From an optimization exercise on the open Yosys and OpenROAD flow, aimed at small area and a short achievable clock period; shortcuts taken in it are not production practice. The RTL was checked by simulation tests, not by an equivalence proof against the original design. No activity file was given, so power comes from the tool's default toggle rates.

==> inputs of garnet <==
==> flow/design.v (excerpt) <==
module ALU_Top #(parameter width = 16 ,
                   Arith_width = width + width ,
                   Logic_width = width,
                   CMP_width   = width,
                   Shift_width = width)(
input wire [width-1:0] A,
input wire [width-1:0] B,
input wire CLK,
input wire RST,
input wire [3:0] ALU_FUN,
output reg  [Arith_width-1:0]  Arith_OUT,
output reg                     Carry_OUT,
output reg                     Arith_Flag,
output reg  [Logic_width-1:0]  Logic_OUT,
output reg                     Logic_Flag,
output reg  [CMP_width-1:0]    CMP_OUT,
output reg                     CMP_Flag,
output reg  [Shift_width-1:0]  Shift_OUT,
output reg                     Shift_Flag
);
wire Arith_Enable, Logic_Enable, CMP_Enable, Shift_Enable;
DECODER u_decoder(
.ALU_FUN(ALU_FUN[3:2]),
.Arith_Enable(Arith_Enable),
.Logic_Enable(Logic_Enable),
.CMP_Enable(CMP_Enable),
.Shift_Enable(Shift_Enable)
);
wire        sub = ALU_FUN[0] | ALU_FUN[3];
wire [15:0] bx  = B ^ {16{sub}};
wire [15:0] s16;
wire [16:0] cy;
assign cy[0] = sub;
genvar gi;
generate for (gi = 0; gi < 16; gi = gi + 1) begin : add
  assign s16[gi]  = A[gi] ^ bx[gi] ^ cy[gi];
  assign cy[gi+1] = (A[gi] & bx[gi]) | ((A[gi] ^ bx[gi]) & cy[gi]);
end endgenerate
wire        c16 = cy[16];                    
wire        sgn = A[15] ^ bx[15] ^ c16;      
wire        eq  = ~|s16;                     
wire [31:0] prod;
wire [16:0] quot;
MUL_UNIT u_mul(.A(A), .B(B), .P(prod));
DIV_UNIT u_div(.A(A), .B(B), .Q(quot));
wire sel_s = Arith_Enable & ~ALU_FUN[1];
wire sel_m = Arith_Enable &  ALU_FUN[1] & ~ALU_FUN[0];
wire sel_d = Arith_Enable &  ALU_FUN[1] &  ALU_FUN[0];
wire [32:0] arith = ({33{sel_s}} & {{16{sgn}}, sgn, s16}) |
                    ({33{sel_m}} & {prod[31], prod}) |
                    ({33{sel_d}} & {{16{quot[16]}}, quot});
wire [15:0] logic_res;
  ...
==> flow/config.mk <==
export PLATFORM = sky130hd
export DESIGN_NAME = ALU_Top
export DESIGN_NICKNAME = ALU_Top
export VERILOG_FILES = /design/flow/design.v
export SDC_FILE = /design/flow/constraint.sdc
export NUM_CORES = 4
export LEC_CHECK = 0
export ABC_AREA = 1
export CAP_MARGIN = 20
export CORE_MARGIN = 2
export CORE_UTILIZATION = 40
export SLEW_MARGIN = 20
==> flow/constraint.sdc <==
create_clock -name core_clock -period 95.0 [get_ports {CLK}]
set_input_delay 19.0000 -clock core_clock [delete_from_list [all_inputs] [get_ports {CLK}]]
set_output_delay 19.0000 -clock core_clock [all_outputs]
set_load 0.01 [all_outputs]
run.sh (not shown) runs the stock make flow with config.mk's settings and CLKGATE_MAP_FILE= SYNTH_SCRIPT=/design/flow/synth_recipe.tcl, a recipe that flattens the netlist after the stock synthesis.
==> juniper: changes against garnet <==
--- a/flow/design.v
+++ b/flow/design.v
@@ -318,76 +318,63 @@
 endmodule
 module DIV_UNIT(
 input  wire [15:0] A,
 input  wire [15:0] B,
 output wire [16:0] Q
 );
-wire [15:0] aor, bor;
-assign aor[0] = 1'b0;
-assign bor[0] = 1'b0;
-genvar gk;
-generate for (gk = 1; gk < 16; gk = gk + 1) begin : mag
-  assign aor[gk] = aor[gk-1] | A[gk-1];
-  assign bor[gk] = bor[gk-1] | B[gk-1];
-end endgenerate
-wire [15:0] a = A ^ (aor & {16{A[15]}});
-wire [15:0] b = B ^ (bor & {16{B[15]}});
+wire [15:0] a = A[15] ? (~A + 16'd1) : A;
+wire [15:0] b = B[15] ? (~B + 16'd1) : B;
 wire [15:0] nb = ~b;
 wire [15:0] q;
 wire [0:0] r0, g0_0, t0_0, x0;
 assign r0 = a[15];
 assign g0_0 = r0 & nb[0:0];
 assign t0_0 = r0 | nb[0:0];
-wire hz0 = B[15] ? ((&B[15:1]) & (|B[0:0])) : ~|B[15:1];
-assign q[15] = hz0 & t0_0[0];
+assign q[15] = ~|b[15:1] & t0_0[0];
 wire [0:0] c0 = {1'b1};
 wire [0:0] m0 = r0 ^ ({1{q[15]}} & (b[0:0] ~^ c0));
 wire [1:0] r1, g1_0, t1_0, x1;
 assign r1 = {m0, a[14]};
 assign g1_0 = r1 & nb[1:0];
 assign t1_0 = r1 | nb[1:0];
 wire G1_0 = g1_0[1] | (t1_0[1] & t1_0[0]);
-wire hz1 = B[15] ? ((&B[15:2]) & (|B[1:0])) : ~|B[15:2];
-assign q[14] = hz1 & G1_0;
+assign q[14] = ~|b[15:2] & G1_0;
 wire [1:0] c1 = {t1_0[0], 1'b1};
 wire [1:0] m1 = r1 ^ ({2{q[14]}} & (b[1:0] ~^ c1));
 wire [2:0] r2, g2_0, t2_0, x2;
 assign r2 = {m1, a[13]};
 assign g2_0 = r2 & nb[2:0];
 assign t2_0 = r2 | nb[2:0];
 wire G2_0 = g2_0[1] | (t2_0[1] & t2_0[0]);
 wire G2_1 = g2_0[2] | (t2_0[2] & G2_0);
-wire hz2 = B[15] ? ((&B[15:3]) & (|B[2:0])) : ~|B[15:3];
-assign q[13] = hz2 & G2_1;
+assign q[13] = ~|b[15:3] & G2_1;
 wire [2:0] c2 = {G2_0, t2_0[0], 1'b1};
 wire [2:0] m2 = r2 ^ ({3{q[13]}} & (b[2:0] ~^ c2));
 wire [3:0] r3, g3_0, t3_0, x3;
 assign r3 = {m2, a[12]};
 assign g3_0 = r3 & nb[3:0];
 assign t3_0 = r3 | nb[3:0];
 wire G3_0 = g3_0[1] | (t3_0[1] & t3_0[0]);
 wire G3_1 = g3_0[3] | (t3_0[3] & g3_0[2]);
 wire T3_1 = t3_0[3] & t3_0[2];
 wire G3_2 = g3_0[2] | (t3_0[2] & G3_0);
 wire G3_3 = G3_1 | (T3_1 & G3_0);
-wire hz3 = B[15] ? ((&B[15:4]) & (|B[3:0])) : ~|B[15:4];
-assign q[12] = hz3 & G3_3;
+assign q[12] = ~|b[15:4] & G3_3;
 wire [3:0] c3 = {G3_2, G3_0, t3_0[0], 1'b1};
 wire [3:0] m3 = r3 ^ ({4{q[12]}} & (b[3:0] ~^ c3));
 wire [4:0] r4, g4_0, t4_0, x4;
 assign r4 = {m3, a[11]};
 assign g4_0 = r4 & nb[4:0];
 assign t4_0 = r4 | nb[4:0];
 wire G4_0 = g4_0[1] | (t4_0[1] & t4_0[0]);
 wire G4_1 = g4_0[3] | (t4_0[3] & g4_0[2]);
 wire T4_1 = t4_0[3] & t4_0[2];
 wire G4_2 = g4_0[2] | (t4_0[2] & G4_0);
 wire G4_3 = G4_1 | (T4_1 & G4_0);
 wire G4_4 = g4_0[4] | (t4_0[4] & G4_3);
-wire hz4 = B[15] ? ((&B[15:5]) & (|B[4:0])) : ~|B[15:5];
-assign q[11] = hz4 & G4_4;
+assign q[11] = ~|b[15:5] & G4_4;
 wire [4:0] c4 = {G4_3, G4_2, G4_0, t4_0[0], 1'b1};
 wire [4:0] m4 = r4 ^ ({5{q[11]}} & (b[4:0] ~^ c4));
 wire [5:0] r5, g5_0, t5_0, x5;
 assign r5 = {m4, a[10]};
 assign g5_0 = r5 & nb[5:0];
 assign t5_0 = r5 | nb[5:0];
@@ -397,14 +384,13 @@
 wire G5_2 = g5_0[5] | (t5_0[5] & g5_0[4]);
 wire T5_2 = t5_0[5] & t5_0[4];
 wire G5_3 = g5_0[2] | (t5_0[2] & G5_0);
 wire G5_4 = G5_1 | (T5_1 & G5_0);
 wire G5_5 = g5_0[4] | (t5_0[4] & G5_4);
 wire G5_6 = G5_2 | (T5_2 & G5_4);
-wire hz5 = B[15] ? ((&B[15:6]) & (|B[5:0])) : ~|B[15:6];
-assign q[10] = hz5 & G5_6;
+assign q[10] = ~|b[15:6] & G5_6;
 wire [5:0] c5 = {G5_5, G5_4, G5_3, G5_0, t5_0[0], 1'b1};
 wire [5:0] m5 = r5 ^ ({6{q[10]}} & (b[5:0] ~^ c5));
 wire [6:0] r6, g6_0, t6_0, x6;
 assign r6 = {m5, a[9]};
 assign g6_0 = r6 & nb[6:0];
 assign t6_0 = r6 | nb[6:0];
@@ -417,14 +403,13 @@
 wire G6_4 = G6_1 | (T6_1 & G6_0);
 wire G6_5 = g6_0[6] | (t6_0[6] & G6_2);
 wire T6_5 = t6_0[6] & T6_2;
 wire G6_6 = g6_0[4] | (t6_0[4] & G6_4);
 wire G6_7 = G6_2 | (T6_2 & G6_4);
 wire G6_8 = G6_5 | (T6_5 & G6_4);
-wire hz6 = B[15] ? ((&B[15:7]) & (|B[6:0])) : ~|B[15:7];
-assign q[9] = hz6 & G6_8;
+assign q[9] = ~|b[15:7] & G6_8;
 wire [6:0] c6 = {G6_7, G6_6, G6_4, G6_3, G6_0, t6_0[0], 1'b1};
 wire [6:0] m6 = r6 ^ ({7{q[9]}} & (b[6:0] ~^ c6));
 wire [7:0] r7, g7_0, t7_0, x7;
 assign r7 = {m6, a[8]};
 assign g7_0 = r7 & nb[7:0];
 assign t7_0 = r7 | nb[7:0];
@@ -442,14 +427,13 @@
 wire G7_7 = G7_3 | (T7_3 & G7_2);
 wire T7_7 = T7_3 & T7_2;
 wire G7_8 = g7_0[4] | (t7_0[4] & G7_5);
 wire G7_9 = G7_2 | (T7_2 & G7_5);
 wire G7_10 = G7_6 | (T7_6 & G7_5);
 wire G7_11 = G7_7 | (T7_7 & G7_5);
-wire hz7 = B[15] ? ((&B[15:8]) & (|B[7:0])) : ~|B[15:8];
-assign q[8] = hz7 & G7_11;
+assign q[8] = ~|b[15:8] & G7_11;
 wire [7:0] c7 = {G7_10, G7_9, G7_8, G7_5, G7_4, G7_0, t7_0[0], 1'b1};
 wire [7:0] m7 = r7 ^ ({8{q[8]}} & (b[7:0] ~^ c7));
 wire [8:0] r8, g8_0, t8_0, x8;
 assign r8 = {m7, a[7]};
 assign g8_0 = r8 & nb[8:0];
 assign t8_0 = r8 | nb[8:0];
@@ -468,14 +452,13 @@
 wire T8_7 = T8_3 & T8_2;
 wire G8_8 = g8_0[4] | (t8_0[4] & G8_5);
 wire G8_9 = G8_2 | (T8_2 & G8_5);
 wire G8_10 = G8_6 | (T8_6 & G8_5);
 wire G8_11 = G8_7 | (T8_7 & G8_5);
 wire G8_12 = g8_0[8] | (t8_0[8] & G8_11);
-wire hz8 = B[15] ? ((&B[15:9]) & (|B[8:0])) : ~|B[15:9];
-assign q[7] = hz8 & G8_12;
+assign q[7] = ~|b[15:9] & G8_12;
 wire [8:0] c8 = {G8_11, G8_10, G8_9, G8_8, G8_5, G8_4, G8_0, t8_0[0], 1'b1};
 wire [8:0] m8 = r8 ^ ({9{q[7]}} & (b[8:0] ~^ c8));
 wire [9:0] r9, g9_0, t9_0, x9;
 assign r9 = {m8, a[6]};
 assign g9_0 = r9 & nb[9:0];
 assign t9_0 = r9 | nb[9:0];
@@ -497,14 +480,13 @@
 wire G9_9 = g9_0[4] | (t9_0[4] & G9_6);
 wire G9_10 = G9_2 | (T9_2 & G9_6);
 wire G9_11 = G9_7 | (T9_7 & G9_6);
 wire G9_12 = G9_8 | (T9_8 & G9_6);
 wire G9_13 = g9_0[8] | (t9_0[8] & G9_12);
 wire G9_14 = G9_4 | (T9_4 & G9_12);
-wire hz9 = B[15] ? ((&B[15:10]) & (|B[9:0])) : ~|B[15:10];
-assign q[6] = hz9 & G9_14;
+assign q[6] = ~|b[15:10] & G9_14;
 wire [9:0] c9 = {G9_13, G9_12, G9_11, G9_10, G9_9, G9_6, G9_5, G9_0, t9_0[0], 1'b1};
 wire [9:0] m9 = r9 ^ ({10{q[6]}} & (b[9:0] ~^ c9));
 wire [10:0] r10, g10_0, t10_0, x10;
 assign r10 = {m9, a[5]};
 assign g10_0 = r10 & nb[10:0];
 assign t10_0 = r10 | nb[10:0];
@@ -529,14 +511,13 @@
 wire G10_11 = G10_2 | (T10_2 & G10_6);
 wire G10_12 = G10_7 | (T10_7 & G10_6);
 wire G10_13 = G10_8 | (T10_8 & G10_6);
 wire G10_14 = g10_0[8] | (t10_0[8] & G10_13);
 wire G10_15 = G10_4 | (T10_4 & G10_13);
 wire G10_16 = G10_9 | (T10_9 & G10_13);
-wire hz10 = B[15] ? ((&B[15:11]) & (|B[10:0])) : ~|B[15:11];
-assign q[5] = hz10 & G10_16;
+assign q[5] = ~|b[15:11] & G10_16;
 wire [10:0] c10 = {G10_15, G10_14, G10_13, G10_12, G10_11, G10_10, G10_6, G10_5, G10_0, t10_0[0], 1'b1};
 wire [10:0] m10 = r10 ^ ({11{q[5]}} & (b[10:0] ~^ c10));
 wire [11:0] r11, g11_0, t11_0, x11;
 assign r11 = {m10, a[4]};
 assign g11_0 = r11 & nb[11:0];
 assign t11_0 = r11 | nb[11:0];
@@ -566,14 +547,13 @@
 wire G11_14 = G11_8 | (T11_8 & G11_7);
 wire G11_15 = G11_9 | (T11_9 & G11_7);
 wire G11_16 = g11_0[8] | (t11_0[8] & G11_15);
 wire G11_17 = G11_4 | (T11_4 & G11_15);
 wire G11_18 = G11_10 | (T11_10 & G11_15);
 wire G11_19 = G11_11 | (T11_11 & G11_15);
-wire hz11 = B[15] ? ((&B[15:12]) & (|B[11:0])) : ~|B[15:12];
-assign q[4] = hz11 & G11_19;
+assign q[4] = ~|b[15:12] & G11_19;
 wire [11:0] c11 = {G11_18, G11_17, G11_16, G11_15, G11_14, G11_13, G11_12, G11_7, G11_6, G11_0, t11_0[0], 1'b1};
 wire [11:0] m11 = r11 ^ ({12{q[4]}} & (b[11:0] ~^ c11));
 wire [12:0] r12, g12_0, t12_0, x12;
 assign r12 = {m11, a[3]};
 assign g12_0 = r12 & nb[12:0];
 assign t12_0 = r12 | nb[12:0];
@@ -606,14 +586,13 @@
 wire T12_16 = t12_0[12] & T12_11;
 wire G12_17 = g12_0[8] | (t12_0[8] & G12_15);
 wire G12_18 = G12_4 | (T12_4 & G12_15);
 wire G12_19 = G12_10 | (T12_10 & G12_15);
 wire G12_20 = G12_11 | (T12_11 & G12_15);
 wire G12_21 = G12_16 | (T12_16 & G12_15);
-wire hz12 = B[15] ? ((&B[15:13]) & (|B[12:0])) : ~|B[15:13];
-assign q[3] = hz12 & G12_21;
+assign q[3] = ~|b[15:13] & G12_21;
 wire [12:0] c12 = {G12_20, G12_19, G12_18, G12_17, G12_15, G12_14, G12_13, G12_12, G12_7, G12_6, G12_0, t12_0[0], 1'b1};
 wire [12:0] m12 = r12 ^ ({13{q[3]}} & (b[12:0] ~^ c12));
 wire [13:0] r13, g13_0, t13_0, x13;
 assign r13 = {m12, a[2]};
 assign g13_0 = r13 & nb[13:0];
 assign t13_0 = r13 | nb[13:0];
@@ -651,14 +630,13 @@
 wire G13_19 = g13_0[8] | (t13_0[8] & G13_16);
 wire G13_20 = G13_4 | (T13_4 & G13_16);
 wire G13_21 = G13_11 | (T13_11 & G13_16);
 wire G13_22 = G13_12 | (T13_12 & G13_16);
 wire G13_23 = G13_17 | (T13_17 & G13_16);
 wire G13_24 = G13_18 | (T13_18 & G13_16);
-wire hz13 = B[15] ? ((&B[15:14]) & (|B[13:0])) : ~|B[15:14];
-assign q[2] = hz13 & G13_24;
+assign q[2] = ~|b[15:14] & G13_24;
 wire [13:0] c13 = {G13_23, G13_22, G13_21, G13_20, G13_19, G13_16, G13_15, G13_14, G13_13, G13_8, G13_7, G13_0, t13_0[0], 1'b1};
 wire [13:0] m13 = r13 ^ ({14{q[2]}} & (b[13:0] ~^ c13));
 wire [14:0] r14, g14_0, t14_0, x14;
 assign r14 = {m13, a[1]};
 assign g14_0 = r14 & nb[14:0];
 assign t14_0 = r14 | nb[14:0];
@@ -701,14 +679,13 @@
 wire G14_22 = G14_4 | (T14_4 & G14_17);
 wire G14_23 = G14_11 | (T14_11 & G14_17);
 wire G14_24 = G14_12 | (T14_12 & G14_17);
 wire G14_25 = G14_18 | (T14_18 & G14_17);
 wire G14_26 = G14_19 | (T14_19 & G14_17);
 wire G14_27 = G14_20 | (T14_20 & G14_17);
-wire hz14 = B[15] ? ((&B[15:15]) & (|B[14:0])) : ~|B[15:15];
-assign q[1] = hz14 & G14_27;
+assign q[1] = ~|b[15:15] & G14_27;
 wire [14:0] c14 = {G14_26, G14_25, G14_24, G14_23, G14_22, G14_21, G14_17, G14_16, G14_15, G14_14, G14_8, G14_7, G14_0, t14_0[0], 1'b1};
 wire [14:0] m14 = r14 ^ ({15{q[1]}} & (b[14:0] ~^ c14));
 wire [15:0] r15, g15_0, t15_0, x15;
 assign r15 = {m14, a[0]};
 assign g15_0 = r15 & nb[15:0];
 assign t15_0 = r15 | nb[15:0];
@@ -762,33 +739,25 @@
 wire G15_30 = G15_22 | (T15_22 & G15_19);
 wire G15_31 = G15_23 | (T15_23 & G15_19);
 assign q[0] = 1'b1 & G15_31;
 wire        bz  = ~|B;
 wire        neg = A[15] ^ B[15];
 wire [16:0] qq  = {1'b0, q & {16{~bz}}};
-wire [16:0] qor;
-assign qor[0] = 1'b0;
-assign qor[1] = 1'b0;
-generate for (gk = 2; gk < 17; gk = gk + 1) begin : qmag
-  assign qor[gk] = qor[gk-1] | qq[gk-1];
-end endgenerate
-assign Q = qq ^ ({16'b0, 1'b0} | ({17{neg}} & (qor | {{16{qq[0]}}, 1'b0})));
+assign Q = neg ? (~qq + 17'd1) : qq;
 endmodule
 module LOGIC_UNIT(
 input  wire [15:0] A,
 input  wire [15:0] B,
 input  wire [1:0]  ALU_FUN,
 input  wire        En,
 output wire [15:0] Y
 );
 wire v0 = En &  ALU_FUN[1];                 
 wire v1 = En & (ALU_FUN[0] ^ ALU_FUN[1]);   
 wire v2 = En & ~ALU_FUN[1];                 
-wire [15:0] both = A & B;
-wire [15:0] any  = A | B;
-assign Y = (both & {16{v2}}) | (~both & any & {16{v1}}) | (~any & {16{v0}});
+assign Y = (A & B & {16{v2}}) | (~A & ~B & {16{v0}}) | ((A ^ B) & {16{v1}});
 endmodule
 module CMP_UNIT(
 input  wire [1:0] ALU_FUN,
 input  wire       eq,    
 input  wire       ge,    
 output wire [1:0] Y
@@ -839,33 +808,28 @@
 .Logic_Enable(Logic_Enable),
 .CMP_Enable(CMP_Enable),
 .Shift_Enable(Shift_Enable)
 );
 wire        sub = ALU_FUN[0] | ALU_FUN[3];
 wire [15:0] bx  = B ^ {16{sub}};
-wire [15:0] s16;
-wire [16:0] cy;
-assign cy[0] = sub;
-genvar gi;
-generate for (gi = 0; gi < 16; gi = gi + 1) begin : add
-  assign s16[gi]  = A[gi] ^ bx[gi] ^ cy[gi];
-  assign cy[gi+1] = (A[gi] & bx[gi]) | ((A[gi] ^ bx[gi]) & cy[gi]);
-end endgenerate
-wire        c16 = cy[16];                    
+wire [16:0] s16 = {1'b0, A} + {1'b0, bx} + {16'b0, sub};
+wire        c16 = s16[16];                   
 wire        sgn = A[15] ^ bx[15] ^ c16;      
-wire        eq  = ~|s16;                     
+wire        eq  = &(A ~^ B);
 wire [31:0] prod;
 wire [16:0] quot;
 MUL_UNIT u_mul(.A(A), .B(B), .P(prod));
 DIV_UNIT u_div(.A(A), .B(B), .Q(quot));
-wire sel_s = Arith_Enable & ~ALU_FUN[1];
-wire sel_m = Arith_Enable &  ALU_FUN[1] & ~ALU_FUN[0];
-wire sel_d = Arith_Enable &  ALU_FUN[1] &  ALU_FUN[0];
-wire [32:0] arith = ({33{sel_s}} & {{16{sgn}}, sgn, s16}) |
-                    ({33{sel_m}} & {prod[31], prod}) |
-                    ({33{sel_d}} & {{16{quot[16]}}, quot});
+reg [32:0] arith;
+always @(*) begin
+  case (ALU_FUN[1:0])
+    2'b00, 2'b01: arith = {{16{sgn}}, sgn, s16[15:0]};
+    2'b10:        arith = {prod[31], prod};
+    default:      arith = {{16{quot[16]}}, quot};
+  endcase
+end
 wire [15:0] logic_res;
 LOGIC_UNIT u_logic(.A(A), .B(B), .ALU_FUN(ALU_FUN[1:0]), .En(Logic_Enable), .Y(logic_res));
 wire [1:0] cmp_res;
 CMP_UNIT u_cmp(.ALU_FUN(ALU_FUN[1:0]), .eq(eq), .ge(c16), .Y(cmp_res));
 wire [15:0] shift_res;
 SHIFT_UNIT u_shift(.A(A), .B(B), .ALU_FUN(ALU_FUN[1:0]), .En(Shift_Enable), .Y(shift_res));
@@ -878,13 +842,13 @@
     Logic_Flag <= 1'b0;
     CMP_OUT    <= 16'b0;
     CMP_Flag   <= 1'b0;
     Shift_OUT  <= 16'b0;
     Shift_Flag <= 1'b0;
   end else begin
-    Arith_OUT  <= arith[31:0];
+    Arith_OUT  <= arith[31:0] & {32{Arith_Enable}};
     if (Arith_Enable)
       Carry_OUT <= arith[32];
     Arith_Flag <= Arith_Enable;
     Logic_OUT  <= logic_res;
     Logic_Flag <= Logic_Enable;
     CMP_OUT    <= {14'b0, cmp_res & {2{CMP_Enable}}};
--- a/flow/config.mk
+++ b/flow/config.mk
@@ -5,8 +5,9 @@
 export SDC_FILE = /design/flow/constraint.sdc
 export NUM_CORES = 4
 export LEC_CHECK = 0
 export ABC_AREA = 1
 export CAP_MARGIN = 20
 export CORE_MARGIN = 2
-export CORE_UTILIZATION = 40
+export CORE_UTILIZATION = 70
+export PLACE_DENSITY = 0.8
 export SLEW_MARGIN = 20
==> run notes <==
| metric | garnet | juniper |
|---|---|---|
| Run status | finished clean | finished clean |
| Post-synth top area share | 15.88% | 13.43% |
| Overall Power | 0.0004025 W | 0.0004130 W |
| Share of total power in the clock network | 10.1% | 8.8% |
| Syn Area/Cell | 6.494 sq um | 6.615 sq um |
| Cell internal pwr | 0.0001825 W | 0.0001830 W |
| Area used by multi-input combinational logic | 15110 sq um | 15580 sq um |
| Number of multi-input combinational cells in the layout | 2379 | 2409 |
| Estimated wirelength of the detail-placed design | 53730 um | 54260 um |
| Part of the total power dissipated in combinational logic | 80.7% | 82.7% |
| Global Route Usage Sum | 27.44% | 45.67% |
| Part of the power in registers | 9.2% | 8.4% |
| Termination of the worst setup path | Arith_OUT[3] | Arith_OUT[20] |
| Total of fill cells in the finished design | 5005 | 2329 |
| Smallest setup slack after layout | 58.97 ns | 56.33 ns |
| Non-Filler Cell Area, Final | 20910 sq um | 21150 sq um |
| Highest net fanout along the worst path | 28 | 25 |
| Die area | 50470 sq um | 30190 sq um |
| Crit path DAT | 36.25 ns | 38.88 ns |
| Met3 routed wirelength | 5064 um | 11050 um |
| Power per Cell Area | 19.25 nW/um^2 | 19.53 nW/um^2 |
| Non-clock buffering overhead in the final layout | 6.744% | 6.367% |
| Adder and majority cell fraction of the synthesized area | 18.36% | 17.10% |
| Well-tap cell count | 615 | 384 |
| Number of placed instances, taps included | 3612 | 3437 |
| Smallest hold slack | 0.5152 ns | 0.5075 ns |
| Placed cell area | 20570 sq um | 20840 sq um |

-- afterwards: timing with drivers on the ports --
The flow's constraints put no driver on any port. The routed layouts listed below were extracted and timed again, unchanged, in two steps. Step 1, drivers: a clkbuf_16 drives CLK and a buf_2 each remaining input, both assumed. Step 2, shift: input delay + t, output delay - t, t = (earliest + latest rising clock arrival at the registers) / 2. This alone moves slack from input paths to output paths. Three values: ideal, step 1, step 2; two values: the first two.
| run | t, ns | setup slack, ns | clock arrival spread, ns | worst register clock-pin slew, ns | worst slew at a driven data input, ns |
|---|---|---|---|---|---|
| garnet | 0.437 | 58.975 / 59.003 / 58.566 | 0.014 / 0.014 | 0.07 / 0.07 | 0.06 |
| juniper | 0.396 | 56.326 / 56.320 / 55.924 | 0.012 / 0.012 | 0.07 / 0.07 | 0.05 |
After both steps every run listed still meets setup and hold. For garnet, which loses most, drivers alone change the setup slack by +0.028 ns; drivers and shift together by -0.409 ns.
